This is an optimization exercise on Yosys and OpenROAD, whose aim is small area and a short achievable clock period, not a production implementation. Only simulation tests tie the RTL to the original design; equivalence was not proved.

`flow/design.v`:
```
module q6_inv (input a, output y);
    assign y = ~a;
endmodule
module q6_nand2 (input a, input b, output y);
    assign y = ~(a & b);
endmodule
module q6_nor2 (input a, input b, output y);
    assign y = ~(a | b);
endmodule
module q6_xor2 (input a, input b, output y);
    assign y = a ^ b;
endmodule
module q6_xnor2 (input a, input b, output y);
    assign y = ~(a ^ b);
endmodule
module q6_nor2b (input a, input bn, output y);
    assign y = ~(a | ~bn);
endmodule
module q6_o21ai (input a1, input a2, input b1, output y);
    assign y = ~((a1 | a2) & b1);
endmodule
module q6_a21oi (input a1, input a2, input b1, output y);
    assign y = ~((a1 & a2) | b1);
endmodule
module question_6(
    input clk,
    input rst,
    input signed [15:0] x,
    output reg signed [15:0] y
);
    reg signed [15:0] s1, s2, s3;
    wire [15:0] y_n, s1_n, s2_n;
    wire n1;
    q6_inv g1 (.a(x[0]), .y(n1));
    wire n2;
    q6_inv g2 (.a(x[1]), .y(n2));
    wire n3;
    q6_inv g3 (.a(x[2]), .y(n3));
    wire n4;
    q6_inv g4 (.a(x[3]), .y(n4));
    wire n5;
    q6_inv g5 (.a(x[4]), .y(n5));
    wire n6;
    q6_inv g6 (.a(x[5]), .y(n6));
    wire n7;
    q6_inv g7 (.a(x[6]), .y(n7));
    wire n8;
    q6_inv g8 (.a(x[7]), .y(n8));
    wire n9;
    q6_inv g9 (.a(x[8]), .y(n9));
    wire n10;
    q6_inv g10 (.a(x[9]), .y(n10));
    wire n11;
    q6_inv g11 (.a(x[10]), .y(n11));
    wire n12;
    q6_inv g12 (.a(x[11]), .y(n12));
    wire n13;
    q6_inv g13 (.a(x[12]), .y(n13));
    wire n14;
    q6_inv g14 (.a(x[13]), .y(n14));
    wire n15;
    q6_inv g15 (.a(x[14]), .y(n15));
    wire n16;
    q6_inv g16 (.a(x[15]), .y(n16));
    wire n17;
    q6_nand2 g17 (.a(x[0]), .b(s1[0]), .y(n17));
    wire n18;
    q6_nand2 g18 (.a(x[1]), .b(s1[1]), .y(n18));
    wire n19;
    q6_nand2 g19 (.a(x[2]), .b(s1[2]), .y(n19));
    wire n20;
    q6_nand2 g20 (.a(x[3]), .b(s1[3]), .y(n20));
    wire n21;
    q6_nand2 g21 (.a(x[4]), .b(s1[4]), .y(n21));
    wire n22;
    q6_nand2 g22 (.a(x[5]), .b(s1[5]), .y(n22));
    wire n23;
    q6_nand2 g23 (.a(x[6]), .b(s1[6]), .y(n23));
    wire n24;
    q6_nand2 g24 (.a(x[7]), .b(s1[7]), .y(n24));
    wire n25;
    q6_nand2 g25 (.a(x[8]), .b(s1[8]), .y(n25));
    wire n26;
    q6_nand2 g26 (.a(x[9]), .b(s1[9]), .y(n26));
    wire n27;
    q6_nand2 g27 (.a(x[10]), .b(s1[10]), .y(n27));
    wire n28;
    q6_nand2 g28 (.a(x[11]), .b(s1[11]), .y(n28));
    wire n29;
    q6_nand2 g29 (.a(x[12]), .b(s1[12]), .y(n29));
    wire n30;
    q6_nand2 g30 (.a(x[13]), .b(s1[13]), .y(n30));
    wire n31;
    q6_nand2 g31 (.a(x[14]), .b(s1[14]), .y(n31));
    wire n32;
    q6_nor2 g32 (.a(x[0]), .b(s1[0]), .y(n32));
    wire n33;
    q6_nor2 g33 (.a(x[1]), .b(s1[1]), .y(n33));
    wire n34;
    q6_nor2 g34 (.a(x[2]), .b(s1[2]), .y(n34));
    wire n35;
    q6_nor2 g35 (.a(x[3]), .b(s1[3]), .y(n35));
    wire n36;
    q6_nor2 g36 (.a(x[4]), .b(s1[4]), .y(n36));
    wire n37;
    q6_nor2 g37 (.a(x[5]), .b(s1[5]), .y(n37));
    wire n38;
    q6_nor2 g38 (.a(x[6]), .b(s1[6]), .y(n38));
    wire n39;
    q6_nor2 g39 (.a(x[7]), .b(s1[7]), .y(n39));
    wire n40;
    q6_nor2 g40 (.a(x[8]), .b(s1[8]), .y(n40));
    wire n41;
    q6_nor2 g41 (.a(x[9]), .b(s1[9]), .y(n41));
    wire n42;
    q6_nor2 g42 (.a(x[10]), .b(s1[10]), .y(n42));
    wire n43;
    q6_nor2 g43 (.a(x[11]), .b(s1[11]), .y(n43));
    wire n44;
    q6_nor2 g44 (.a(x[12]), .b(s1[12]), .y(n44));
    wire n45;
    q6_nor2 g45 (.a(x[13]), .b(s1[13]), .y(n45));
    wire n46;
    q6_nor2 g46 (.a(x[14]), .b(s1[14]), .y(n46));
    wire n47;
    q6_nor2b g47 (.a(n32), .bn(n17), .y(n47));
    wire n48;
    q6_nor2b g48 (.a(n33), .bn(n18), .y(n48));
    wire n49;
    q6_nor2b g49 (.a(n34), .bn(n19), .y(n49));
    wire n50;
    q6_nor2b g50 (.a(n35), .bn(n20), .y(n50));
    wire n51;
    q6_nor2b g51 (.a(n36), .bn(n21), .y(n51));
    wire n52;
    q6_nor2b g52 (.a(n37), .bn(n22), .y(n52));
    wire n53;
    q6_nor2b g53 (.a(n38), .bn(n23), .y(n53));
    wire n54;
    q6_nor2b g54 (.a(n39), .bn(n24), .y(n54));
    wire n55;
    q6_nor2b g55 (.a(n40), .bn(n25), .y(n55));
    wire n56;
    q6_nor2b g56 (.a(n41), .bn(n26), .y(n56));
    wire n57;
    q6_nor2b g57 (.a(n42), .bn(n27), .y(n57));
    wire n58;
    q6_nor2b g58 (.a(n43), .bn(n28), .y(n58));
    wire n59;
    q6_nor2b g59 (.a(n44), .bn(n29), .y(n59));
    wire n60;
    q6_nor2b g60 (.a(n45), .bn(n30), .y(n60));
    wire n61;
    q6_nor2b g61 (.a(n46), .bn(n31), .y(n61));
    wire n62;
    q6_xor2 g62 (.a(x[15]), .b(s1[15]), .y(n62));
    wire n63;
    q6_o21ai g63 (.a1(n33), .a2(n17), .b1(n18), .y(n63));
    wire n64;
    q6_o21ai g64 (.a1(n35), .a2(n19), .b1(n20), .y(n64));
    wire n65;
    q6_nor2 g65 (.a(n35), .b(n34), .y(n65));
    wire n66;
    q6_o21ai g66 (.a1(n37), .a2(n21), .b1(n22), .y(n66));
    wire n67;
    q6_nor2 g67 (.a(n37), .b(n36), .y(n67));
    wire n68;
    q6_o21ai g68 (.a1(n39), .a2(n23), .b1(n24), .y(n68));
    wire n69;
    q6_nor2 g69 (.a(n39), .b(n38), .y(n69));
    wire n70;
    q6_o21ai g70 (.a1(n41), .a2(n25), .b1(n26), .y(n70));
    wire n71;
    q6_nor2 g71 (.a(n41), .b(n40), .y(n71));
    wire n72;
    q6_o21ai g72 (.a1(n43), .a2(n27), .b1(n28), .y(n72));
    wire n73;
    q6_nor2 g73 (.a(n43), .b(n42), .y(n73));
    wire n74;
    q6_o21ai g74 (.a1(n45), .a2(n29), .b1(n30), .y(n74));
    wire n75;
    q6_nor2 g75 (.a(n45), .b(n44), .y(n75));
    wire n76;
    q6_inv g76 (.a(n63), .y(n76));
    wire n77;
    q6_o21ai g77 (.a1(n34), .a2(n76), .b1(n19), .y(n77));
    wire n78;
    q6_a21oi g78 (.a1(n65), .a2(n63), .b1(n64), .y(n78));
    wire n79;
    q6_inv g79 (.a(n23), .y(n79));
    wire n80;
    q6_inv g80 (.a(n38), .y(n80));
    wire n81;
    q6_a21oi g81 (.a1(n80), .a2(n66), .b1(n79), .y(n81));
    wire n82;
    q6_nand2 g82 (.a(n80), .b(n67), .y(n82));
    wire n83;
    q6_a21oi g83 (.a1(n69), .a2(n66), .b1(n68), .y(n83));
    wire n84;
    q6_nand2 g84 (.a(n69), .b(n67), .y(n84));
    wire n85;
    q6_inv g85 (.a(n27), .y(n85));
    wire n86;
    q6_inv g86 (.a(n42), .y(n86));
    wire n87;
    q6_a21oi g87 (.a1(n86), .a2(n70), .b1(n85), .y(n87));
    wire n88;
    q6_nand2 g88 (.a(n86), .b(n71), .y(n88));
    wire n89;
    q6_a21oi g89 (.a1(n73), .a2(n70), .b1(n72), .y(n89));
    wire n90;
    q6_nand2 g90 (.a(n73), .b(n71), .y(n90));
    wire n91;
    q6_inv g91 (.a(n31), .y(n91));
    wire n92;
    q6_inv g92 (.a(n46), .y(n92));
    wire n93;
    q6_a21oi g93 (.a1(n92), .a2(n74), .b1(n91), .y(n93));
    wire n94;
    q6_nand2 g94 (.a(n92), .b(n75), .y(n94));
    wire n95;
    q6_o21ai g95 (.a1(n36), .a2(n78), .b1(n21), .y(n95));
    wire n96;
    q6_inv g96 (.a(n66), .y(n96));
    wire n97;
    q6_inv g97 (.a(n67), .y(n97));
    wire n98;
    q6_o21ai g98 (.a1(n97), .a2(n78), .b1(n96), .y(n98));
    wire n99;
    q6_o21ai g99 (.a1(n82), .a2(n78), .b1(n81), .y(n99));
    wire n100;
    q6_o21ai g100 (.a1(n84), .a2(n78), .b1(n83), .y(n100));
    wire n101;
    q6_o21ai g101 (.a1(n44), .a2(n89), .b1(n29), .y(n101));
    wire n102;
    q6_nor2 g102 (.a(n44), .b(n90), .y(n102));
    wire n103;
    q6_inv g103 (.a(n74), .y(n103));
    wire n104;
    q6_inv g104 (.a(n75), .y(n104));
    wire n105;
    q6_o21ai g105 (.a1(n104), .a2(n89), .b1(n103), .y(n105));
    wire n106;
    q6_nor2 g106 (.a(n104), .b(n90), .y(n106));
    wire n107;
    q6_o21ai g107 (.a1(n94), .a2(n89), .b1(n93), .y(n107));
    wire n108;
    q6_nor2 g108 (.a(n94), .b(n90), .y(n108));
    wire n109;
    q6_inv g109 (.a(n25), .y(n109));
    wire n110;
    q6_inv g110 (.a(n40), .y(n110));
    wire n111;
    q6_a21oi g111 (.a1(n110), .a2(n100), .b1(n109), .y(n111));
    wire n112;
    q6_a21oi g112 (.a1(n71), .a2(n100), .b1(n70), .y(n112));
    wire n113;
    q6_inv g113 (.a(n87), .y(n113));
    wire n114;
    q6_inv g114 (.a(n88), .y(n114));
    wire n115;
    q6_a21oi g115 (.a1(n114), .a2(n100), .b1(n113), .y(n115));
    wire n116;
    q6_inv g116 (.a(n89), .y(n116));
    wire n117;
    q6_inv g117 (.a(n90), .y(n117));
    wire n118;
    q6_a21oi g118 (.a1(n117), .a2(n100), .b1(n116), .y(n118));
    wire n119;
    q6_a21oi g119 (.a1(n102), .a2(n100), .b1(n101), .y(n119));
    wire n120;
    q6_a21oi g120 (.a1(n106), .a2(n100), .b1(n105), .y(n120));
    wire n121;
    q6_a21oi g121 (.a1(n108), .a2(n100), .b1(n107), .y(n121));
    wire n122;
    q6_xnor2 g122 (.a(n48), .b(n17), .y(n122));
    wire n123;
    q6_xor2 g123 (.a(n49), .b(n63), .y(n123));
    wire n124;
    q6_xor2 g124 (.a(n50), .b(n77), .y(n124));
    wire n125;
    q6_xnor2 g125 (.a(n51), .b(n78), .y(n125));
    wire n126;
    q6_xor2 g126 (.a(n52), .b(n95), .y(n126));
    wire n127;
    q6_xor2 g127 (.a(n53), .b(n98), .y(n127));
    wire n128;
    q6_xor2 g128 (.a(n54), .b(n99), .y(n128));
    wire n129;
    q6_xor2 g129 (.a(n55), .b(n100), .y(n129));
    wire n130;
    q6_xnor2 g130 (.a(n56), .b(n111), .y(n130));
    wire n131;
    q6_xnor2 g131 (.a(n57), .b(n112), .y(n131));
    wire n132;
    q6_xnor2 g132 (.a(n58), .b(n115), .y(n132));
    wire n133;
    q6_xnor2 g133 (.a(n59), .b(n118), .y(n133));
    wire n134;
    q6_xnor2 g134 (.a(n60), .b(n119), .y(n134));
    wire n135;
    q6_xnor2 g135 (.a(n61), .b(n120), .y(n135));
    wire n136;
    q6_xnor2 g136 (.a(n62), .b(n121), .y(n136));
    wire n137;
    q6_xnor2 g137 (.a(s2[0]), .b(y[1]), .y(n137));
    wire n138;
    q6_xnor2 g138 (.a(n137), .b(x[0]), .y(n138));
    wire n139;
    q6_nand2 g139 (.a(s2[0]), .b(y[1]), .y(n139));
    wire n140;
    q6_nor2 g140 (.a(s2[0]), .b(y[1]), .y(n140));
    wire n141;
    q6_o21ai g141 (.a1(x[0]), .a2(n140), .b1(n139), .y(n141));
    wire n142;
    q6_xnor2 g142 (.a(s2[1]), .b(y[2]), .y(n142));
    wire n143;
    q6_xor2 g143 (.a(n142), .b(x[1]), .y(n143));
    wire n144;
    q6_nand2 g144 (.a(s2[1]), .b(y[2]), .y(n144));
    wire n145;
    q6_nor2 g145 (.a(s2[1]), .b(y[2]), .y(n145));
    wire n146;
    q6_o21ai g146 (.a1(x[1]), .a2(n145), .b1(n144), .y(n146));
    wire n147;
    q6_xnor2 g147 (.a(s2[2]), .b(y[3]), .y(n147));
    wire n148;
    q6_xor2 g148 (.a(n147), .b(x[2]), .y(n148));
    wire n149;
    q6_nand2 g149 (.a(s2[2]), .b(y[3]), .y(n149));
    wire n150;
    q6_nor2 g150 (.a(s2[2]), .b(y[3]), .y(n150));
    wire n151;
    q6_o21ai g151 (.a1(x[2]), .a2(n150), .b1(n149), .y(n151));
    wire n152;
    q6_xnor2 g152 (.a(s2[3]), .b(y[4]), .y(n152));
    wire n153;
    q6_xor2 g153 (.a(n152), .b(x[3]), .y(n153));
    wire n154;
    q6_nand2 g154 (.a(s2[3]), .b(y[4]), .y(n154));
    wire n155;
    q6_nor2 g155 (.a(s2[3]), .b(y[4]), .y(n155));
    wire n156;
    q6_o21ai g156 (.a1(x[3]), .a2(n155), .b1(n154), .y(n156));
    wire n157;
    q6_xnor2 g157 (.a(s2[4]), .b(y[5]), .y(n157));
    wire n158;
    q6_xor2 g158 (.a(n157), .b(x[4]), .y(n158));
    wire n159;
    q6_nand2 g159 (.a(s2[4]), .b(y[5]), .y(n159));
    wire n160;
    q6_nor2 g160 (.a(s2[4]), .b(y[5]), .y(n160));
    wire n161;
    q6_o21ai g161 (.a1(x[4]), .a2(n160), .b1(n159), .y(n161));
    wire n162;
    q6_xnor2 g162 (.a(s2[5]), .b(y[6]), .y(n162));
    wire n163;
    q6_xor2 g163 (.a(n162), .b(x[5]), .y(n163));
    wire n164;
    q6_nand2 g164 (.a(s2[5]), .b(y[6]), .y(n164));
    wire n165;
    q6_nor2 g165 (.a(s2[5]), .b(y[6]), .y(n165));
    wire n166;
    q6_o21ai g166 (.a1(x[5]), .a2(n165), .b1(n164), .y(n166));
    wire n167;
    q6_xnor2 g167 (.a(s2[6]), .b(y[7]), .y(n167));
    wire n168;
    q6_xor2 g168 (.a(n167), .b(x[6]), .y(n168));
    wire n169;
    q6_nand2 g169 (.a(s2[6]), .b(y[7]), .y(n169));
    wire n170;
    q6_nor2 g170 (.a(s2[6]), .b(y[7]), .y(n170));
    wire n171;
    q6_o21ai g171 (.a1(x[6]), .a2(n170), .b1(n169), .y(n171));
    wire n172;
    q6_xnor2 g172 (.a(s2[7]), .b(y[8]), .y(n172));
    wire n173;
    q6_xor2 g173 (.a(n172), .b(x[7]), .y(n173));
    wire n174;
    q6_nand2 g174 (.a(s2[7]), .b(y[8]), .y(n174));
    wire n175;
    q6_nor2 g175 (.a(s2[7]), .b(y[8]), .y(n175));
    wire n176;
    q6_o21ai g176 (.a1(x[7]), .a2(n175), .b1(n174), .y(n176));
    wire n177;
    q6_xnor2 g177 (.a(s2[8]), .b(y[9]), .y(n177));
    wire n178;
    q6_xor2 g178 (.a(n177), .b(x[8]), .y(n178));
    wire n179;
    q6_nand2 g179 (.a(s2[8]), .b(y[9]), .y(n179));
    wire n180;
    q6_nor2 g180 (.a(s2[8]), .b(y[9]), .y(n180));
    wire n181;
    q6_o21ai g181 (.a1(x[8]), .a2(n180), .b1(n179), .y(n181));
    wire n182;
    q6_xnor2 g182 (.a(s2[9]), .b(y[10]), .y(n182));
    wire n183;
    q6_xor2 g183 (.a(n182), .b(x[9]), .y(n183));
    wire n184;
    q6_nand2 g184 (.a(s2[9]), .b(y[10]), .y(n184));
    wire n185;
    q6_nor2 g185 (.a(s2[9]), .b(y[10]), .y(n185));
    wire n186;
    q6_o21ai g186 (.a1(x[9]), .a2(n185), .b1(n184), .y(n186));
    wire n187;
    q6_xnor2 g187 (.a(s2[10]), .b(y[11]), .y(n187));
    wire n188;
    q6_xor2 g188 (.a(n187), .b(x[10]), .y(n188));
    wire n189;
    q6_nand2 g189 (.a(s2[10]), .b(y[11]), .y(n189));
    wire n190;
    q6_nor2 g190 (.a(s2[10]), .b(y[11]), .y(n190));
    wire n191;
    q6_o21ai g191 (.a1(x[10]), .a2(n190), .b1(n189), .y(n191));
    wire n192;
    q6_xnor2 g192 (.a(s2[11]), .b(y[12]), .y(n192));
    wire n193;
    q6_xor2 g193 (.a(n192), .b(x[11]), .y(n193));
    wire n194;
    q6_nand2 g194 (.a(s2[11]), .b(y[12]), .y(n194));
    wire n195;
    q6_nor2 g195 (.a(s2[11]), .b(y[12]), .y(n195));
    wire n196;
    q6_o21ai g196 (.a1(x[11]), .a2(n195), .b1(n194), .y(n196));
    wire n197;
    q6_xnor2 g197 (.a(s2[12]), .b(y[13]), .y(n197));
    wire n198;
    q6_xor2 g198 (.a(n197), .b(x[12]), .y(n198));
    wire n199;
    q6_nand2 g199 (.a(s2[12]), .b(y[13]), .y(n199));
    wire n200;
    q6_nor2 g200 (.a(s2[12]), .b(y[13]), .y(n200));
    wire n201;
    q6_o21ai g201 (.a1(x[12]), .a2(n200), .b1(n199), .y(n201));
    wire n202;
    q6_xnor2 g202 (.a(s2[13]), .b(y[14]), .y(n202));
    wire n203;
    q6_xor2 g203 (.a(n202), .b(x[13]), .y(n203));
    wire n204;
    q6_nand2 g204 (.a(s2[13]), .b(y[14]), .y(n204));
    wire n205;
    q6_nor2 g205 (.a(s2[13]), .b(y[14]), .y(n205));
    wire n206;
    q6_o21ai g206 (.a1(x[13]), .a2(n205), .b1(n204), .y(n206));
    wire n207;
    q6_xnor2 g207 (.a(s2[14]), .b(y[15]), .y(n207));
    wire n208;
    q6_xor2 g208 (.a(n207), .b(x[14]), .y(n208));
    wire n209;
    q6_nand2 g209 (.a(s2[14]), .b(y[15]), .y(n209));
    wire n210;
    q6_nor2 g210 (.a(s2[14]), .b(y[15]), .y(n210));
    wire n211;
    q6_o21ai g211 (.a1(x[14]), .a2(n210), .b1(n209), .y(n211));
    wire n212;
    q6_xnor2 g212 (.a(s2[15]), .b(y[15]), .y(n212));
    wire n213;
    q6_xor2 g213 (.a(n212), .b(x[15]), .y(n213));
    wire n214;
    q6_nand2 g214 (.a(n143), .b(n141), .y(n214));
    wire n215;
    q6_nand2 g215 (.a(n148), .b(n146), .y(n215));
    wire n216;
    q6_nand2 g216 (.a(n153), .b(n151), .y(n216));
    wire n217;
    q6_nand2 g217 (.a(n158), .b(n156), .y(n217));
    wire n218;
    q6_nand2 g218 (.a(n163), .b(n161), .y(n218));
    wire n219;
    q6_nand2 g219 (.a(n168), .b(n166), .y(n219));
    wire n220;
    q6_nand2 g220 (.a(n173), .b(n171), .y(n220));
    wire n221;
    q6_nand2 g221 (.a(n178), .b(n176), .y(n221));
    wire n222;
    q6_nand2 g222 (.a(n183), .b(n181), .y(n222));
    wire n223;
    q6_nand2 g223 (.a(n188), .b(n186), .y(n223));
    wire n224;
    q6_nand2 g224 (.a(n193), .b(n191), .y(n224));
    wire n225;
    q6_nand2 g225 (.a(n198), .b(n196), .y(n225));
    wire n226;
    q6_nand2 g226 (.a(n203), .b(n201), .y(n226));
    wire n227;
    q6_nand2 g227 (.a(n208), .b(n206), .y(n227));
    wire n228;
    q6_nor2 g228 (.a(n143), .b(n141), .y(n228));
    wire n229;
    q6_nor2 g229 (.a(n148), .b(n146), .y(n229));
    wire n230;
    q6_nor2 g230 (.a(n153), .b(n151), .y(n230));
    wire n231;
    q6_nor2 g231 (.a(n158), .b(n156), .y(n231));
    wire n232;
    q6_nor2 g232 (.a(n163), .b(n161), .y(n232));
    wire n233;
    q6_nor2 g233 (.a(n168), .b(n166), .y(n233));
    wire n234;
    q6_nor2 g234 (.a(n173), .b(n171), .y(n234));
    wire n235;
    q6_nor2 g235 (.a(n178), .b(n176), .y(n235));
    wire n236;
    q6_nor2 g236 (.a(n183), .b(n181), .y(n236));
    wire n237;
    q6_nor2 g237 (.a(n188), .b(n186), .y(n237));
    wire n238;
    q6_nor2 g238 (.a(n193), .b(n191), .y(n238));
    wire n239;
    q6_nor2 g239 (.a(n198), .b(n196), .y(n239));
    wire n240;
    q6_nor2 g240 (.a(n203), .b(n201), .y(n240));
    wire n241;
    q6_nor2 g241 (.a(n208), .b(n206), .y(n241));
    wire n242;
    q6_nor2b g242 (.a(n228), .bn(n214), .y(n242));
    wire n243;
    q6_nor2b g243 (.a(n229), .bn(n215), .y(n243));
    wire n244;
    q6_nor2b g244 (.a(n230), .bn(n216), .y(n244));
    wire n245;
    q6_nor2b g245 (.a(n231), .bn(n217), .y(n245));
    wire n246;
    q6_nor2b g246 (.a(n232), .bn(n218), .y(n246));
    wire n247;
    q6_nor2b g247 (.a(n233), .bn(n219), .y(n247));
    wire n248;
    q6_nor2b g248 (.a(n234), .bn(n220), .y(n248));
    wire n249;
    q6_nor2b g249 (.a(n235), .bn(n221), .y(n249));
    wire n250;
    q6_nor2b g250 (.a(n236), .bn(n222), .y(n250));
    wire n251;
    q6_nor2b g251 (.a(n237), .bn(n223), .y(n251));
    wire n252;
    q6_nor2b g252 (.a(n238), .bn(n224), .y(n252));
    wire n253;
    q6_nor2b g253 (.a(n239), .bn(n225), .y(n253));
    wire n254;
    q6_nor2b g254 (.a(n240), .bn(n226), .y(n254));
    wire n255;
    q6_nor2b g255 (.a(n241), .bn(n227), .y(n255));
    wire n256;
    q6_xor2 g256 (.a(n213), .b(n211), .y(n256));
    wire n257;
    q6_o21ai g257 (.a1(n228), .a2(n138), .b1(n214), .y(n257));
    wire n258;
    q6_o21ai g258 (.a1(n230), .a2(n215), .b1(n216), .y(n258));
    wire n259;
    q6_nor2 g259 (.a(n230), .b(n229), .y(n259));
    wire n260;
    q6_o21ai g260 (.a1(n232), .a2(n217), .b1(n218), .y(n260));
    wire n261;
    q6_nor2 g261 (.a(n232), .b(n231), .y(n261));
    wire n262;
    q6_o21ai g262 (.a1(n234), .a2(n219), .b1(n220), .y(n262));
    wire n263;
    q6_nor2 g263 (.a(n234), .b(n233), .y(n263));
    wire n264;
    q6_o21ai g264 (.a1(n236), .a2(n221), .b1(n222), .y(n264));
    wire n265;
    q6_nor2 g265 (.a(n236), .b(n235), .y(n265));
    wire n266;
    q6_o21ai g266 (.a1(n238), .a2(n223), .b1(n224), .y(n266));
    wire n267;
    q6_nor2 g267 (.a(n238), .b(n237), .y(n267));
    wire n268;
    q6_o21ai g268 (.a1(n240), .a2(n225), .b1(n226), .y(n268));
    wire n269;
    q6_nor2 g269 (.a(n240), .b(n239), .y(n269));
    wire n270;
    q6_inv g270 (.a(n257), .y(n270));
    wire n271;
    q6_o21ai g271 (.a1(n229), .a2(n270), .b1(n215), .y(n271));
    wire n272;
    q6_a21oi g272 (.a1(n259), .a2(n257), .b1(n258), .y(n272));
    wire n273;
    q6_inv g273 (.a(n219), .y(n273));
    wire n274;
    q6_inv g274 (.a(n233), .y(n274));
    wire n275;
    q6_a21oi g275 (.a1(n274), .a2(n260), .b1(n273), .y(n275));
    wire n276;
    q6_nand2 g276 (.a(n274), .b(n261), .y(n276));
    wire n277;
    q6_a21oi g277 (.a1(n263), .a2(n260), .b1(n262), .y(n277));
    wire n278;
    q6_nand2 g278 (.a(n263), .b(n261), .y(n278));
    wire n279;
    q6_inv g279 (.a(n223), .y(n279));
    wire n280;
    q6_inv g280 (.a(n237), .y(n280));
    wire n281;
    q6_a21oi g281 (.a1(n280), .a2(n264), .b1(n279), .y(n281));
    wire n282;
    q6_nand2 g282 (.a(n280), .b(n265), .y(n282));
    wire n283;
    q6_a21oi g283 (.a1(n267), .a2(n264), .b1(n266), .y(n283));
    wire n284;
    q6_nand2 g284 (.a(n267), .b(n265), .y(n284));
    wire n285;
    q6_inv g285 (.a(n227), .y(n285));
    wire n286;
    q6_inv g286 (.a(n241), .y(n286));
    wire n287;
    q6_a21oi g287 (.a1(n286), .a2(n268), .b1(n285), .y(n287));
    wire n288;
    q6_nand2 g288 (.a(n286), .b(n269), .y(n288));
    wire n289;
    q6_o21ai g289 (.a1(n231), .a2(n272), .b1(n217), .y(n289));
    wire n290;
    q6_inv g290 (.a(n260), .y(n290));
    wire n291;
    q6_inv g291 (.a(n261), .y(n291));
    wire n292;
    q6_o21ai g292 (.a1(n291), .a2(n272), .b1(n290), .y(n292));
    wire n293;
    q6_o21ai g293 (.a1(n276), .a2(n272), .b1(n275), .y(n293));
    wire n294;
    q6_o21ai g294 (.a1(n278), .a2(n272), .b1(n277), .y(n294));
    wire n295;
    q6_o21ai g295 (.a1(n239), .a2(n283), .b1(n225), .y(n295));
    wire n296;
    q6_nor2 g296 (.a(n239), .b(n284), .y(n296));
    wire n297;
    q6_inv g297 (.a(n268), .y(n297));
    wire n298;
    q6_inv g298 (.a(n269), .y(n298));
    wire n299;
    q6_o21ai g299 (.a1(n298), .a2(n283), .b1(n297), .y(n299));
    wire n300;
    q6_nor2 g300 (.a(n298), .b(n284), .y(n300));
    wire n301;
    q6_o21ai g301 (.a1(n288), .a2(n283), .b1(n287), .y(n301));
    wire n302;
    q6_nor2 g302 (.a(n288), .b(n284), .y(n302));
    wire n303;
    q6_inv g303 (.a(n221), .y(n303));
    wire n304;
    q6_inv g304 (.a(n235), .y(n304));
    wire n305;
    q6_a21oi g305 (.a1(n304), .a2(n294), .b1(n303), .y(n305));
    wire n306;
    q6_a21oi g306 (.a1(n265), .a2(n294), .b1(n264), .y(n306));
    wire n307;
    q6_inv g307 (.a(n281), .y(n307));
    wire n308;
    q6_inv g308 (.a(n282), .y(n308));
    wire n309;
    q6_a21oi g309 (.a1(n308), .a2(n294), .b1(n307), .y(n309));
    wire n310;
    q6_inv g310 (.a(n283), .y(n310));
    wire n311;
    q6_inv g311 (.a(n284), .y(n311));
    wire n312;
    q6_a21oi g312 (.a1(n311), .a2(n294), .b1(n310), .y(n312));
    wire n313;
    q6_a21oi g313 (.a1(n296), .a2(n294), .b1(n295), .y(n313));
    wire n314;
    q6_a21oi g314 (.a1(n300), .a2(n294), .b1(n299), .y(n314));
    wire n315;
    q6_a21oi g315 (.a1(n302), .a2(n294), .b1(n301), .y(n315));
    wire n316;
    q6_xnor2 g316 (.a(n242), .b(n138), .y(n316));
    wire n317;
    q6_xor2 g317 (.a(n243), .b(n257), .y(n317));
    wire n318;
    q6_xor2 g318 (.a(n244), .b(n271), .y(n318));
    wire n319;
    q6_xnor2 g319 (.a(n245), .b(n272), .y(n319));
    wire n320;
    q6_xor2 g320 (.a(n246), .b(n289), .y(n320));
    wire n321;
    q6_xor2 g321 (.a(n247), .b(n292), .y(n321));
    wire n322;
    q6_xor2 g322 (.a(n248), .b(n293), .y(n322));
    wire n323;
    q6_xor2 g323 (.a(n249), .b(n294), .y(n323));
    wire n324;
    q6_xnor2 g324 (.a(n250), .b(n305), .y(n324));
    wire n325;
    q6_xnor2 g325 (.a(n251), .b(n306), .y(n325));
    wire n326;
    q6_xnor2 g326 (.a(n252), .b(n309), .y(n326));
    wire n327;
    q6_xnor2 g327 (.a(n253), .b(n312), .y(n327));
    wire n328;
    q6_xnor2 g328 (.a(n254), .b(n313), .y(n328));
    wire n329;
    q6_xnor2 g329 (.a(n255), .b(n314), .y(n329));
    wire n330;
    q6_xnor2 g330 (.a(n256), .b(n315), .y(n330));
    wire n331;
    q6_xnor2 g331 (.a(s3[0]), .b(y[2]), .y(n331));
    wire n332;
    q6_xnor2 g332 (.a(n331), .b(x[0]), .y(n332));
    wire n333;
    q6_nand2 g333 (.a(s3[0]), .b(y[2]), .y(n333));
    wire n334;
    q6_nor2 g334 (.a(s3[0]), .b(y[2]), .y(n334));
    wire n335;
    q6_o21ai g335 (.a1(n1), .a2(n334), .b1(n333), .y(n335));
    wire n336;
    q6_xnor2 g336 (.a(s3[1]), .b(y[3]), .y(n336));
    wire n337;
    q6_xnor2 g337 (.a(n336), .b(x[1]), .y(n337));
    wire n338;
    q6_nand2 g338 (.a(s3[1]), .b(y[3]), .y(n338));
    wire n339;
    q6_nor2 g339 (.a(s3[1]), .b(y[3]), .y(n339));
    wire n340;
    q6_o21ai g340 (.a1(n2), .a2(n339), .b1(n338), .y(n340));
    wire n341;
    q6_xnor2 g341 (.a(s3[2]), .b(y[4]), .y(n341));
    wire n342;
    q6_xnor2 g342 (.a(n341), .b(x[2]), .y(n342));
    wire n343;
    q6_nand2 g343 (.a(s3[2]), .b(y[4]), .y(n343));
    wire n344;
    q6_nor2 g344 (.a(s3[2]), .b(y[4]), .y(n344));
    wire n345;
    q6_o21ai g345 (.a1(n3), .a2(n344), .b1(n343), .y(n345));
    wire n346;
    q6_xnor2 g346 (.a(s3[3]), .b(y[5]), .y(n346));
    wire n347;
    q6_xnor2 g347 (.a(n346), .b(x[3]), .y(n347));
    wire n348;
    q6_nand2 g348 (.a(s3[3]), .b(y[5]), .y(n348));
    wire n349;
    q6_nor2 g349 (.a(s3[3]), .b(y[5]), .y(n349));
    wire n350;
    q6_o21ai g350 (.a1(n4), .a2(n349), .b1(n348), .y(n350));
    wire n351;
    q6_xnor2 g351 (.a(s3[4]), .b(y[6]), .y(n351));
    wire n352;
    q6_xnor2 g352 (.a(n351), .b(x[4]), .y(n352));
    wire n353;
    q6_nand2 g353 (.a(s3[4]), .b(y[6]), .y(n353));
    wire n354;
    q6_nor2 g354 (.a(s3[4]), .b(y[6]), .y(n354));
    wire n355;
    q6_o21ai g355 (.a1(n5), .a2(n354), .b1(n353), .y(n355));
    wire n356;
    q6_xnor2 g356 (.a(s3[5]), .b(y[7]), .y(n356));
    wire n357;
    q6_xnor2 g357 (.a(n356), .b(x[5]), .y(n357));
    wire n358;
    q6_nand2 g358 (.a(s3[5]), .b(y[7]), .y(n358));
    wire n359;
    q6_nor2 g359 (.a(s3[5]), .b(y[7]), .y(n359));
    wire n360;
    q6_o21ai g360 (.a1(n6), .a2(n359), .b1(n358), .y(n360));
    wire n361;
    q6_xnor2 g361 (.a(s3[6]), .b(y[8]), .y(n361));
    wire n362;
    q6_xnor2 g362 (.a(n361), .b(x[6]), .y(n362));
    wire n363;
    q6_nand2 g363 (.a(s3[6]), .b(y[8]), .y(n363));
    wire n364;
    q6_nor2 g364 (.a(s3[6]), .b(y[8]), .y(n364));
    wire n365;
    q6_o21ai g365 (.a1(n7), .a2(n364), .b1(n363), .y(n365));
    wire n366;
    q6_xnor2 g366 (.a(s3[7]), .b(y[9]), .y(n366));
    wire n367;
    q6_xnor2 g367 (.a(n366), .b(x[7]), .y(n367));
    wire n368;
    q6_nand2 g368 (.a(s3[7]), .b(y[9]), .y(n368));
    wire n369;
    q6_nor2 g369 (.a(s3[7]), .b(y[9]), .y(n369));
    wire n370;
    q6_o21ai g370 (.a1(n8), .a2(n369), .b1(n368), .y(n370));
    wire n371;
    q6_xnor2 g371 (.a(s3[8]), .b(y[10]), .y(n371));
    wire n372;
    q6_xnor2 g372 (.a(n371), .b(x[8]), .y(n372));
    wire n373;
    q6_nand2 g373 (.a(s3[8]), .b(y[10]), .y(n373));
    wire n374;
    q6_nor2 g374 (.a(s3[8]), .b(y[10]), .y(n374));
    wire n375;
    q6_o21ai g375 (.a1(n9), .a2(n374), .b1(n373), .y(n375));
    wire n376;
    q6_xnor2 g376 (.a(s3[9]), .b(y[11]), .y(n376));
    wire n377;
    q6_xnor2 g377 (.a(n376), .b(x[9]), .y(n377));
    wire n378;
    q6_nand2 g378 (.a(s3[9]), .b(y[11]), .y(n378));
    wire n379;
    q6_nor2 g379 (.a(s3[9]), .b(y[11]), .y(n379));
    wire n380;
    q6_o21ai g380 (.a1(n10), .a2(n379), .b1(n378), .y(n380));
    wire n381;
    q6_xnor2 g381 (.a(s3[10]), .b(y[12]), .y(n381));
    wire n382;
    q6_xnor2 g382 (.a(n381), .b(x[10]), .y(n382));
    wire n383;
    q6_nand2 g383 (.a(s3[10]), .b(y[12]), .y(n383));
    wire n384;
    q6_nor2 g384 (.a(s3[10]), .b(y[12]), .y(n384));
    wire n385;
    q6_o21ai g385 (.a1(n11), .a2(n384), .b1(n383), .y(n385));
    wire n386;
    q6_xnor2 g386 (.a(s3[11]), .b(y[13]), .y(n386));
    wire n387;
    q6_xnor2 g387 (.a(n386), .b(x[11]), .y(n387));
    wire n388;
    q6_nand2 g388 (.a(s3[11]), .b(y[13]), .y(n388));
    wire n389;
    q6_nor2 g389 (.a(s3[11]), .b(y[13]), .y(n389));
    wire n390;
    q6_o21ai g390 (.a1(n12), .a2(n389), .b1(n388), .y(n390));
    wire n391;
    q6_xnor2 g391 (.a(s3[12]), .b(y[14]), .y(n391));
    wire n392;
    q6_xnor2 g392 (.a(n391), .b(x[12]), .y(n392));
    wire n393;
    q6_nand2 g393 (.a(s3[12]), .b(y[14]), .y(n393));
    wire n394;
    q6_nor2 g394 (.a(s3[12]), .b(y[14]), .y(n394));
    wire n395;
    q6_o21ai g395 (.a1(n13), .a2(n394), .b1(n393), .y(n395));
    wire n396;
    q6_xnor2 g396 (.a(s3[13]), .b(y[15]), .y(n396));
    wire n397;
    q6_xnor2 g397 (.a(n396), .b(x[13]), .y(n397));
    wire n398;
    q6_nand2 g398 (.a(s3[13]), .b(y[15]), .y(n398));
    wire n399;
    q6_nor2 g399 (.a(s3[13]), .b(y[15]), .y(n399));
    wire n400;
    q6_o21ai g400 (.a1(n14), .a2(n399), .b1(n398), .y(n400));
    wire n401;
    q6_xnor2 g401 (.a(s3[14]), .b(y[15]), .y(n401));
    wire n402;
    q6_xnor2 g402 (.a(n401), .b(x[14]), .y(n402));
    wire n403;
    q6_nand2 g403 (.a(s3[14]), .b(y[15]), .y(n403));
    wire n404;
    q6_nor2 g404 (.a(s3[14]), .b(y[15]), .y(n404));
    wire n405;
    q6_o21ai g405 (.a1(n15), .a2(n404), .b1(n403), .y(n405));
    wire n406;
    q6_xnor2 g406 (.a(s3[15]), .b(y[15]), .y(n406));
    wire n407;
    q6_xnor2 g407 (.a(n406), .b(x[15]), .y(n407));
    wire n408;
    q6_nand2 g408 (.a(n337), .b(n335), .y(n408));
    wire n409;
    q6_nand2 g409 (.a(n342), .b(n340), .y(n409));
    wire n410;
    q6_nand2 g410 (.a(n347), .b(n345), .y(n410));
    wire n411;
    q6_nand2 g411 (.a(n352), .b(n350), .y(n411));
    wire n412;
    q6_nand2 g412 (.a(n357), .b(n355), .y(n412));
    wire n413;
    q6_nand2 g413 (.a(n362), .b(n360), .y(n413));
    wire n414;
    q6_nand2 g414 (.a(n367), .b(n365), .y(n414));
    wire n415;
    q6_nand2 g415 (.a(n372), .b(n370), .y(n415));
    wire n416;
    q6_nand2 g416 (.a(n377), .b(n375), .y(n416));
    wire n417;
    q6_nand2 g417 (.a(n382), .b(n380), .y(n417));
    wire n418;
    q6_nand2 g418 (.a(n387), .b(n385), .y(n418));
    wire n419;
    q6_nand2 g419 (.a(n392), .b(n390), .y(n419));
    wire n420;
    q6_nand2 g420 (.a(n397), .b(n395), .y(n420));
    wire n421;
    q6_nand2 g421 (.a(n402), .b(n400), .y(n421));
    wire n422;
    q6_nor2 g422 (.a(n337), .b(n335), .y(n422));
    wire n423;
    q6_nor2 g423 (.a(n342), .b(n340), .y(n423));
    wire n424;
    q6_nor2 g424 (.a(n347), .b(n345), .y(n424));
    wire n425;
    q6_nor2 g425 (.a(n352), .b(n350), .y(n425));
    wire n426;
    q6_nor2 g426 (.a(n357), .b(n355), .y(n426));
    wire n427;
    q6_nor2 g427 (.a(n362), .b(n360), .y(n427));
    wire n428;
    q6_nor2 g428 (.a(n367), .b(n365), .y(n428));
    wire n429;
    q6_nor2 g429 (.a(n372), .b(n370), .y(n429));
    wire n430;
    q6_nor2 g430 (.a(n377), .b(n375), .y(n430));
    wire n431;
    q6_nor2 g431 (.a(n382), .b(n380), .y(n431));
    wire n432;
    q6_nor2 g432 (.a(n387), .b(n385), .y(n432));
    wire n433;
    q6_nor2 g433 (.a(n392), .b(n390), .y(n433));
    wire n434;
    q6_nor2 g434 (.a(n397), .b(n395), .y(n434));
    wire n435;
    q6_nor2 g435 (.a(n402), .b(n400), .y(n435));
    wire n436;
    q6_nor2b g436 (.a(n422), .bn(n408), .y(n436));
    wire n437;
    q6_nor2b g437 (.a(n423), .bn(n409), .y(n437));
    wire n438;
    q6_nor2b g438 (.a(n424), .bn(n410), .y(n438));
    wire n439;
    q6_nor2b g439 (.a(n425), .bn(n411), .y(n439));
    wire n440;
    q6_nor2b g440 (.a(n426), .bn(n412), .y(n440));
    wire n441;
    q6_nor2b g441 (.a(n427), .bn(n413), .y(n441));
    wire n442;
    q6_nor2b g442 (.a(n428), .bn(n414), .y(n442));
    wire n443;
    q6_nor2b g443 (.a(n429), .bn(n415), .y(n443));
    wire n444;
    q6_nor2b g444 (.a(n430), .bn(n416), .y(n444));
    wire n445;
    q6_nor2b g445 (.a(n431), .bn(n417), .y(n445));
    wire n446;
    q6_nor2b g446 (.a(n432), .bn(n418), .y(n446));
    wire n447;
    q6_nor2b g447 (.a(n433), .bn(n419), .y(n447));
    wire n448;
    q6_nor2b g448 (.a(n434), .bn(n420), .y(n448));
    wire n449;
    q6_nor2b g449 (.a(n435), .bn(n421), .y(n449));
    wire n450;
    q6_xor2 g450 (.a(n407), .b(n405), .y(n450));
    wire n451;
    q6_o21ai g451 (.a1(n423), .a2(n408), .b1(n409), .y(n451));
    wire n452;
    q6_o21ai g452 (.a1(n425), .a2(n410), .b1(n411), .y(n452));
    wire n453;
    q6_nor2 g453 (.a(n425), .b(n424), .y(n453));
    wire n454;
    q6_o21ai g454 (.a1(n427), .a2(n412), .b1(n413), .y(n454));
    wire n455;
    q6_nor2 g455 (.a(n427), .b(n426), .y(n455));
    wire n456;
    q6_o21ai g456 (.a1(n429), .a2(n414), .b1(n415), .y(n456));
    wire n457;
    q6_nor2 g457 (.a(n429), .b(n428), .y(n457));
    wire n458;
    q6_o21ai g458 (.a1(n431), .a2(n416), .b1(n417), .y(n458));
    wire n459;
    q6_nor2 g459 (.a(n431), .b(n430), .y(n459));
    wire n460;
    q6_o21ai g460 (.a1(n433), .a2(n418), .b1(n419), .y(n460));
    wire n461;
    q6_nor2 g461 (.a(n433), .b(n432), .y(n461));
    wire n462;
    q6_o21ai g462 (.a1(n435), .a2(n420), .b1(n421), .y(n462));
    wire n463;
    q6_nor2 g463 (.a(n435), .b(n434), .y(n463));
    wire n464;
    q6_inv g464 (.a(n451), .y(n464));
    wire n465;
    q6_o21ai g465 (.a1(n424), .a2(n464), .b1(n410), .y(n465));
    wire n466;
    q6_a21oi g466 (.a1(n453), .a2(n451), .b1(n452), .y(n466));
    wire n467;
    q6_inv g467 (.a(n414), .y(n467));
    wire n468;
    q6_inv g468 (.a(n428), .y(n468));
    wire n469;
    q6_a21oi g469 (.a1(n468), .a2(n454), .b1(n467), .y(n469));
    wire n470;
    q6_nand2 g470 (.a(n468), .b(n455), .y(n470));
    wire n471;
    q6_a21oi g471 (.a1(n457), .a2(n454), .b1(n456), .y(n471));
    wire n472;
    q6_nand2 g472 (.a(n457), .b(n455), .y(n472));
    wire n473;
    q6_inv g473 (.a(n418), .y(n473));
    wire n474;
    q6_inv g474 (.a(n432), .y(n474));
    wire n475;
    q6_a21oi g475 (.a1(n474), .a2(n458), .b1(n473), .y(n475));
    wire n476;
    q6_nand2 g476 (.a(n474), .b(n459), .y(n476));
    wire n477;
    q6_a21oi g477 (.a1(n461), .a2(n458), .b1(n460), .y(n477));
    wire n478;
    q6_nand2 g478 (.a(n461), .b(n459), .y(n478));
    wire n479;
    q6_o21ai g479 (.a1(n426), .a2(n466), .b1(n412), .y(n479));
    wire n480;
    q6_inv g480 (.a(n454), .y(n480));
    wire n481;
    q6_inv g481 (.a(n455), .y(n481));
    wire n482;
    q6_o21ai g482 (.a1(n481), .a2(n466), .b1(n480), .y(n482));
    wire n483;
    q6_o21ai g483 (.a1(n470), .a2(n466), .b1(n469), .y(n483));
    wire n484;
    q6_o21ai g484 (.a1(n472), .a2(n466), .b1(n471), .y(n484));
    wire n485;
    q6_o21ai g485 (.a1(n434), .a2(n477), .b1(n420), .y(n485));
    wire n486;
    q6_nor2 g486 (.a(n434), .b(n478), .y(n486));
    wire n487;
    q6_inv g487 (.a(n462), .y(n487));
    wire n488;
    q6_inv g488 (.a(n463), .y(n488));
    wire n489;
    q6_o21ai g489 (.a1(n488), .a2(n477), .b1(n487), .y(n489));
    wire n490;
    q6_nor2 g490 (.a(n488), .b(n478), .y(n490));
    wire n491;
    q6_inv g491 (.a(n416), .y(n491));
    wire n492;
    q6_inv g492 (.a(n430), .y(n492));
    wire n493;
    q6_a21oi g493 (.a1(n492), .a2(n484), .b1(n491), .y(n493));
    wire n494;
    q6_a21oi g494 (.a1(n459), .a2(n484), .b1(n458), .y(n494));
    wire n495;
    q6_inv g495 (.a(n475), .y(n495));
    wire n496;
    q6_inv g496 (.a(n476), .y(n496));
    wire n497;
    q6_a21oi g497 (.a1(n496), .a2(n484), .b1(n495), .y(n497));
    wire n498;
    q6_inv g498 (.a(n477), .y(n498));
    wire n499;
    q6_inv g499 (.a(n478), .y(n499));
    wire n500;
    q6_a21oi g500 (.a1(n499), .a2(n484), .b1(n498), .y(n500));
    wire n501;
    q6_a21oi g501 (.a1(n486), .a2(n484), .b1(n485), .y(n501));
    wire n502;
    q6_a21oi g502 (.a1(n490), .a2(n484), .b1(n489), .y(n502));
    wire n503;
    q6_xnor2 g503 (.a(n437), .b(n408), .y(n503));
    wire n504;
    q6_xor2 g504 (.a(n438), .b(n451), .y(n504));
    wire n505;
    q6_xor2 g505 (.a(n439), .b(n465), .y(n505));
    wire n506;
    q6_xnor2 g506 (.a(n440), .b(n466), .y(n506));
    wire n507;
    q6_xor2 g507 (.a(n441), .b(n479), .y(n507));
    wire n508;
    q6_xor2 g508 (.a(n442), .b(n482), .y(n508));
    wire n509;
    q6_xor2 g509 (.a(n443), .b(n483), .y(n509));
    wire n510;
    q6_xor2 g510 (.a(n444), .b(n484), .y(n510));
    wire n511;
    q6_xnor2 g511 (.a(n445), .b(n493), .y(n511));
    wire n512;
    q6_xnor2 g512 (.a(n446), .b(n494), .y(n512));
    wire n513;
    q6_xnor2 g513 (.a(n447), .b(n497), .y(n513));
    wire n514;
    q6_xnor2 g514 (.a(n448), .b(n500), .y(n514));
    wire n515;
    q6_xnor2 g515 (.a(n449), .b(n501), .y(n515));
    wire n516;
    q6_xnor2 g516 (.a(n450), .b(n502), .y(n516));
    assign y_n[0] = n47;
    assign s1_n[0] = n138;
    assign s2_n[0] = n332;
    assign y_n[1] = n122;
    assign s1_n[1] = n316;
    assign s2_n[1] = n436;
    assign y_n[2] = n123;
    assign s1_n[2] = n317;
    assign s2_n[2] = n503;
    assign y_n[3] = n124;
    assign s1_n[3] = n318;
    assign s2_n[3] = n504;
    assign y_n[4] = n125;
    assign s1_n[4] = n319;
    assign s2_n[4] = n505;
    assign y_n[5] = n126;
    assign s1_n[5] = n320;
    assign s2_n[5] = n506;
    assign y_n[6] = n127;
    assign s1_n[6] = n321;
    assign s2_n[6] = n507;
    assign y_n[7] = n128;
    assign s1_n[7] = n322;
    assign s2_n[7] = n508;
    assign y_n[8] = n129;
    assign s1_n[8] = n323;
    assign s2_n[8] = n509;
    assign y_n[9] = n130;
    assign s1_n[9] = n324;
    assign s2_n[9] = n510;
    assign y_n[10] = n131;
    assign s1_n[10] = n325;
    assign s2_n[10] = n511;
    assign y_n[11] = n132;
    assign s1_n[11] = n326;
    assign s2_n[11] = n512;
    assign y_n[12] = n133;
    assign s1_n[12] = n327;
    assign s2_n[12] = n513;
    assign y_n[13] = n134;
    assign s1_n[13] = n328;
    assign s2_n[13] = n514;
    assign y_n[14] = n135;
    assign s1_n[14] = n329;
    assign s2_n[14] = n515;
    assign y_n[15] = n136;
    assign s1_n[15] = n330;
    assign s2_n[15] = n516;
    always @(posedge clk or posedge rst) begin
        if (rst) begin
            s1 <= 16'sd0;
            s2 <= 16'sd0;
            s3 <= 16'sd0;
            y  <= 16'sd0;
        end else begin
            y  <= y_n;
            s1 <= s1_n;
            s2 <= s2_n;
            s3 <= y;
        end
    end
endmodule
```
`flow/flow/run.sh`:
```
#!/bin/bash
set -euo pipefail
W=$(pwd)
R=$W/orfs/results/$FLOW_PLATFORM/question_6/base
LIB=$FLOW_HOME/platforms/$FLOW_PLATFORM/lib/sky130_fd_sc_hd__tt_025C_1v80.lib

bash standard.sh synth > $W/log_1_standard_synth.txt 2>&1
cp $R/1_2_yosys.v $W/standard_synth.v

WORK=$W LIB_FILE=$LIB yosys -c flow/synth_map.tcl > $W/log_2_own_synth_yosys.txt 2>&1

# the registers must be those of the standard synthesis: same names, same cells
regs() { grep -oE 'sky130_fd_sc_hd__df[a-z0-9_]+ +[^ ]+' "$1" | sed -E 's/_[0-9]+ / /' | sort; }
regs $W/standard_synth.v > $W/regs_standard.txt
regs $W/own_synth.v > $W/regs_own.txt
if ! cmp -s $W/regs_standard.txt $W/regs_own.txt; then
  echo "registers differ from the standard synthesis" >&2
  diff $W/regs_standard.txt $W/regs_own.txt >&2 || true
  exit 1
fi

cp $W/own_synth.v $R/1_2_yosys.v
rm -f $R/1_synth.odb $R/1_synth.sdc

export BUFFER_PORTS_ARGS="-buffer_cell sky130_fd_sc_hd__buf_2"
export CTS_ARGS="-sink_clustering_enable -repair_clock_nets -buf_list sky130_fd_sc_hd__clkbuf_4 -root_buf sky130_fd_sc_hd__clkbuf_8 -sink_clustering_size 16 -dont_use_dummy_load"
bash standard.sh finish > $W/log_3_standard_layout.txt 2>&1
```
`flow/flow/q6_cells.v`:
```
// One-to-one mapping of the design's q6_* gate modules onto library cells.
module q6_inv (input a, output y);
    sky130_fd_sc_hd__inv_1 _TECHMAP_REPLACE_ (.A(a), .Y(y));
endmodule
module q6_nand2 (input a, input b, output y);
    sky130_fd_sc_hd__nand2_1 _TECHMAP_REPLACE_ (.A(a), .B(b), .Y(y));
endmodule
module q6_nor2 (input a, input b, output y);
    sky130_fd_sc_hd__nor2_1 _TECHMAP_REPLACE_ (.A(a), .B(b), .Y(y));
endmodule
module q6_xor2 (input a, input b, output y);
    sky130_fd_sc_hd__xor2_1 _TECHMAP_REPLACE_ (.A(a), .B(b), .X(y));
endmodule
module q6_xnor2 (input a, input b, output y);
    sky130_fd_sc_hd__xnor2_1 _TECHMAP_REPLACE_ (.A(a), .B(b), .Y(y));
endmodule
module q6_nor2b (input a, input bn, output y);
    sky130_fd_sc_hd__nor2b_1 _TECHMAP_REPLACE_ (.A(a), .B_N(bn), .Y(y));
endmodule
module q6_o21ai (input a1, input a2, input b1, output y);
    sky130_fd_sc_hd__o21ai_1 _TECHMAP_REPLACE_ (.A1(a1), .A2(a2), .B1(b1), .Y(y));
endmodule
module q6_a21oi (input a1, input a2, input b1, output y);
    sky130_fd_sc_hd__a21oi_1 _TECHMAP_REPLACE_ (.A1(a1), .A2(a2), .B1(b1), .Y(y));
endmodule
// the reset inverter that the flip-flop mapping adds
module \$_NOT_ (input A, output Y);
    sky130_fd_sc_hd__inv_1 _TECHMAP_REPLACE_ (.A(A), .Y(Y));
endmodule
```
`flow/flow/synth_map.tcl`:
```
# Own synthesis: the design's q6_* gate modules are mapped one to one onto
# library cells (flow/q6_cells.v); the registers are mapped and named as the
# standard synthesis does (<register>[<bit>]$_DFF_PP0_ on the same cell).
yosys -import
set lib $::env(LIB_FILE)
set top $::env(FLOW_TOP)
read_liberty -lib $lib
read_verilog -defer -sv $::env(FLOW_DESIGN)
hierarchy -check -top $top
yosys proc
opt_clean
techmap -map $::env(WORK)/flow/q6_cells.v
techmap
opt -fast
yosys rename -wire $top/t:\$_DFF*
dfflibmap -liberty $lib
opt -fast
techmap -map $::env(WORK)/flow/q6_cells.v
opt_clean -purge
hierarchy -top $top
check -assert -mapped
tee -o $::env(WORK)/own_synth.stat stat -liberty $lib
write_verilog -noattr -nohex -nodec $::env(WORK)/own_synth.v
```
`flow/standard.sh`:
```
#!/bin/bash
# synth_recipe.tcl (not shown) runs the flow's synth.tcl, then flattens the netlist and writes it again
# the make line also repeats each setting of config.mk as NAME=value (left out here)
make -C /OpenROAD-flow-scripts/flow DESIGN_CONFIG=/design/flow/config.mk WORK_HOME=/design/flow/orfs CLKGATE_MAP_FILE= SYNTH_SCRIPT=/design/flow/synth_recipe.tcl "${@:-finish}"
```
`flow/config.mk`:
```
export PLATFORM = sky130hd
export DESIGN_NAME = question_6
export DESIGN_NICKNAME = question_6
export VERILOG_FILES = /design/flow/design.v
export SDC_FILE = /design/flow/constraint.sdc
export NUM_CORES = 4
export LEC_CHECK = 0
export CAP_MARGIN = 20
export CORE_MARGIN = 2
export CORE_UTILIZATION = 40
export SETUP_SLACK_MARGIN = 2.6
export SLEW_MARGIN = 20
export TNS_END_PERCENT = 100
```
`flow/constraint.sdc`:
```
create_clock -name core_clock -period 5.0 [get_ports {clk}]
set_input_delay 1.0000 -clock core_clock [delete_from_list [all_inputs] [get_ports {clk}]]
set_output_delay 1.0000 -clock core_clock [all_outputs]
set_load 0.01 [all_outputs]
```
==> results.toml, run 1 <==
[route]
drc = 0
drt_iter0_drc = 122
avgRoutedWirePerCell_um = 11.6
vias_per_cell = 4.68
maxUsedRoutingLayer = "met4"
met1Wirelength_mm = 4.25
via_count = 3578
drt-pass1-iter-count = 4
met2_length_mm = 4.26
wl_met3_um = 244
ant_nets = 0
wl_mm = 8.87

[global_routing]
grt_overflow_total = 0
grt_pass1_wl_mm = 15.5
grt_max_degree = 65
grt_antenna_before_repair = 0
grt_pass1_vias = 3470
track_usage_pct = 16.9

[worst_setup_path]
endpoint_kind = "flip-flop"
cp_max_fo = 8
crit_type = "in2reg"
start_kind = "input port"
arrival_ps = 2510
worst_ep_required_time_ps = 5280

[place]
place_congestion = 0.791
hpwl_mm = 6.72
io_buffers = 33
dp_slack_ps = 1990

[clock_network]
htreeDepth = 3
cts_root_buf = "clkbuf_8"
cts_buffer_depth = 2
cts_tree = "done"
cts.sinks = 64
hold_buffers = 0
insertion_delay_ps = 350
numCtsBuffers = 9
clk_pin_slew_worst_paths_ps = 70

[sta]
setup_tns_ps = 0
finalWorstSetupSlack_ps = 2770
skew_ps = 15.9
setup_viol = 0
finalHoldViolations = 0
worst_slew_pin_slew_ps = 815
min_period_over_period_pct = 44.6
max_freq_ghz = 0.448
drv_slew = 0
rsz0062_at_grt = "yes"
timing.slew.headroom_pct = 45.6
period_needed_ps = 2230

[run]
maxCapViolations = 0

[yosys]
synthCells = 580
syn_area_um2 = 4340
synth_warnings = 1
synth_nets = 598
syn_area_per_cell_um2 = 7.48

[layout]
syn_to_final_growth_pct = 12.0
post-route-util_pct = 45.4
drive_gt1_share_pct = 8.32
layout.nets = 645
n_antenna_cell = 0

[floorplanning]
initial_core_util_pct = 40.6
io_pins = 34
fp.dieH_um = 108
die_area_um2 = 11700
core-area_um2 = 10700
die_w_um = 108
std_cell_rows = 38

[worst_hold_path]
hold_class = "reg2reg"

[status]
status = "finished clean"
registers in the layout, indices dropped and copies added (netlist names):
register and cells:
s2 16, s3 16, s1 16, y 16
stage by stage:
step           instances  hold WS (ps)  cell area [µm²]
2_1_floorplan        580           416             4340
3_5_place_dp         754           356             4690
5_1_grt              765           406             4860
4_1_cts              765           372             4850
6_report             765           371             4860
3_3_place_gp         754           355             4690
timing repair:
action,CTS,global route
setup buffers,2,0
pin swaps,1,0
gates resized for setup,4,3
endpoints found under the setup margin,22,21
placed cells by master, fill, tap and decap left out:
| master | instances |
|---|---|
| buf_2 | 33 |
| buf_4 | 3 |
| nor2b_1 | 43 |
| xor2_1 | 36 |
| clkinvlp_4 | 1 |
| o21ai_2 | 2 |
| nor2_1 | 99 |
| a21oi_1 | 34 |
| clkbuf_8 | 9 |
| inv_1 | 64 |
| dfrtp_1 | 64 |
| o21ai_4 | 1 |
| a21oi_2 | 3 |
| nand2_1 | 87 |
| xnor2_1 | 75 |
| o21ai_1 | 71 |
critical path, stage by stage:
cell	delay [ps]
buf_2	140
xnor2_1	290
o21ai_1	180
a21oi_2	380
o21ai_4	150
a21oi_1	220
xnor2_1	140
layout make-up:
| class | count | area (µm²) |
|---|---|---|
| tap | 140 | 175 |
| inverter | 65 | 248 |
| fill | 1059 | 5840 |
| sequential | 64 | 1600 |
| clock buffer | 9 | 124 |
| timing repair buffer | 36 | 188 |
| multi-input combinational | 451 | 2520 |
final timing paths:
path / slack [ps] / to / startpoint / depth (start not counted)
max in group asynchronous: 3560 / s2[15]$_DFF_PP0_ / rst / 3
hold / removal: 370 / s3[0]$_DFF_PP0_ / y[0]$_DFF_PP0_ / 0
setup reg to reg: 2890 / s1[15]$_DFF_PP0_ / y[2]$_DFF_PP0_ / 8
setup / recovery: 2770 / s1[15]$_DFF_PP0_ / x[0] / 7
min in group asynchronous: 920 / y[3]$_DFF_PP0_ / rst / 3
hold reg to reg: 370 / s3[0]$_DFF_PP0_ / y[0]$_DFF_PP0_ / 0
per-layer routing:
metal,track usage (%),up-vias
met4,6.68,0
li1,-,1889
met1,21.0,1644
met5,0,-
met2,29.0,34
met3,3.01,11
==> run 2: changes to the inputs <==
--- a/flow/config.mk
+++ b/flow/config.mk
@@ -10,3 +10,3 @@
 export CORE_UTILIZATION = 40
-export SETUP_SLACK_MARGIN = 2.6
+export SETUP_SLACK_MARGIN = 2.8
 export SLEW_MARGIN = 20
==> run 2 against run 1 <==
Compared with the run above: count of clock-buffer cells in the layout is the same; worst hold slack gained 1.2 ps; routed wire length grew 3.1%; maximum frequency grew 3.7%; first-iteration DRC count shrank 11%; critical endpoint is now s2[13]$_DFF_PP0_.
==> results.toml, run 2 <==
[global_routing]
grt_overflow_total = 0
track_usage_pct = 16.4
grt_antenna_before_repair = 0
grt_max_degree = 34
grt_pass1_wl_mm = 14.9
grt_pass1_vias = 3441

[floorplanning]
fp.dieH_um = 108
core-area_um2 = 10700
die_area_um2 = 11700
die_w_um = 108
initial_core_util_pct = 40.6
std_cell_rows = 38
io_pins = 34

[route]
drc = 0
wl_mm = 9.15
drt-pass1-iter-count = 4
ant_nets = 0
drt_iter0_drc = 109
via_count = 3634
vias_per_cell = 4.74
avgRoutedWirePerCell_um = 11.9

[worst_hold_path]
hold_class = "reg2reg"

[yosys]
syn_area_per_cell_um2 = 7.48
synth_warnings = 1
synth_nets = 598
synthCells = 580
syn_area_um2 = 4340

[sta]
worst_slew_pin_slew_ps = 724
min_period_over_period_pct = 43.1
period_needed_ps = 2150
setup_tns_ps = 0
skew_ps = 14.4
drv_slew = 0
rsz0062_at_grt = "no"
max_freq_ghz = 0.465
finalHoldViolations = 0
setup_viol = 0
timing.slew.headroom_pct = 51.6

[clock_network]
clk_pin_slew_worst_paths_ps = 60
cts_tree = "done"
htreeDepth = 3
numCtsBuffers = 9
cts.sinks = 64
insertion_delay_ps = 350
cts_buffer_depth = 2
cts_root_buf = "clkbuf_8"

[layout]
n_antenna_cell = 0
mostFrequentLayoutCell = "nor2_1"
layout.nets = 647
mostFrequentLayoutCells = "97 x nor2_1, 87 x nand2_1, 72 x xnor2_1"
fin_area_um2 = 5010
fillCellCount = 1049
syn_to_final_growth_pct = 15.4
drive_gt1_share_pct = 12.0

[place]
io_buffers = 33
place_congestion = 0.751
place_area_um2 = 4720
hpwl_mm = 6.67

[worst_setup_path]
worst_ep_required_time_ps = 5230
crit_type = "in2reg"
cp_max_fo = 7
start_kind = "input port"
arrival_ps = 2380
endpoint_kind = "flip-flop"

[status]
status = "finished clean"

[run]
maxCapViolations = 0
-- run 2: metrics by stage --
| step | util [%] | instances | worst slack, ps | hold slack (ps) |
|---|---|---|---|---|
| after detailed placement | 44.1 | 754 | 2300 | 364 |
| after global placement | 44.1 | 754 | 2330 | 353 |
| after global routing | 46.8 | 767 | 2760 | 386 |
| after floorplan | - | 580 | 2800 | 416 |
| final | 46.8 | 767 | 2850 | 372 |
| after CTS | 45.7 | 764 | 2820 | 379 |
-- run 2: path summary, 6_finish.rpt --
| check | start | cells past startpoint | slack (ps) | endpoint |
|---|---|---|---|---|
| worst max register to register | y[2]$_DFF_PP0_ | 8 | 2960 | s1[10]$_DFF_PP0_ |
| worst max-delay path | x[3] | 10 | 2850 | s2[13]$_DFF_PP0_ |
| worst min-delay path | y[0]$_DFF_PP0_ | 0 | 370 | s3[0]$_DFF_PP0_ |
| max in group asynchronous | rst | 3 | 3390 | y[15]$_DFF_PP0_ |
| min in group asynchronous | rst | 2 | 770 | y[2]$_DFF_PP0_ |
| worst min register to register | y[0]$_DFF_PP0_ | 0 | 370 | s3[0]$_DFF_PP0_ |
-- run 2: final cells by class --
cell class | count | area (µm²) | area share [%]
Clock buffer | 9 | 124 | 2.47
Inverter | 65 | 248 | 4.95
Multi-Input combinational cell | 451 | 2640 | 52.7
Sequential cell | 64 | 1600 | 32.0
Tap cell | 140 | 175 | 3.50
Timing Repair Buffer | 38 | 218 | 4.35
-- run 2: what timing repair did --
action / 4_1_cts / 5_1_grt
setup endpoints to repair: 21 / 15
hold buffers: 0 / 0
resized for setup: 6 / 20
buffers inserted: 1 / 3
pin swaps: 2 / 5
-- run 2: layer usage --
metal  GRT usage, %  part of all wire (%)  vias to the layer above
met3           5.12                   3.5                       13
met4           5.22                   1.7                        0
met1           20.3                    46                     1671
met2           27.3                    48                       57
li1               -                     -                     1893
met5              0                     0                        -
-- run 2: critical path: stages --
cell	delay, ps
buf_2	150
inv_1	50
o21ai_1	230
nor2_2	90
nor2_1	200
a21oi_4	120
o21ai_4	180
buf_12	140
a21oi_1	80
xnor2_1	120

-- what the ideal ports hide --
The results above use ideal ports. As a check the final layouts listed here were re-extracted and re-timed, cells and wires unchanged.
Step 1 sets driving cells, clkbuf_16 on the clock port and buf_2 on the other inputs (assumed; they add their load-dependent delay and slew).
Step 2 moves the port delays by t, midway between the first and last clock arrival at a register: inputs arrive t later, outputs are due t later. That takes back most of the time a late clock gives input paths.
a / b / c = no drivers / after step 1 / after step 2; a / b = the first two.
| run | t (ns) | setup slack, ns | worst setup path after step 2 | worst register clock-pin slew, ns |
|---|---|---|---|---|
| run 1 | 0.376 | 2.768 / 2.768 / 2.401 | input to register | 0.07 / 0.07 |
| run 2 | 0.379 | 2.847 / 2.857 / 2.480 | input to register | 0.07 / 0.07 |
After both steps every run listed still meets setup and hold.
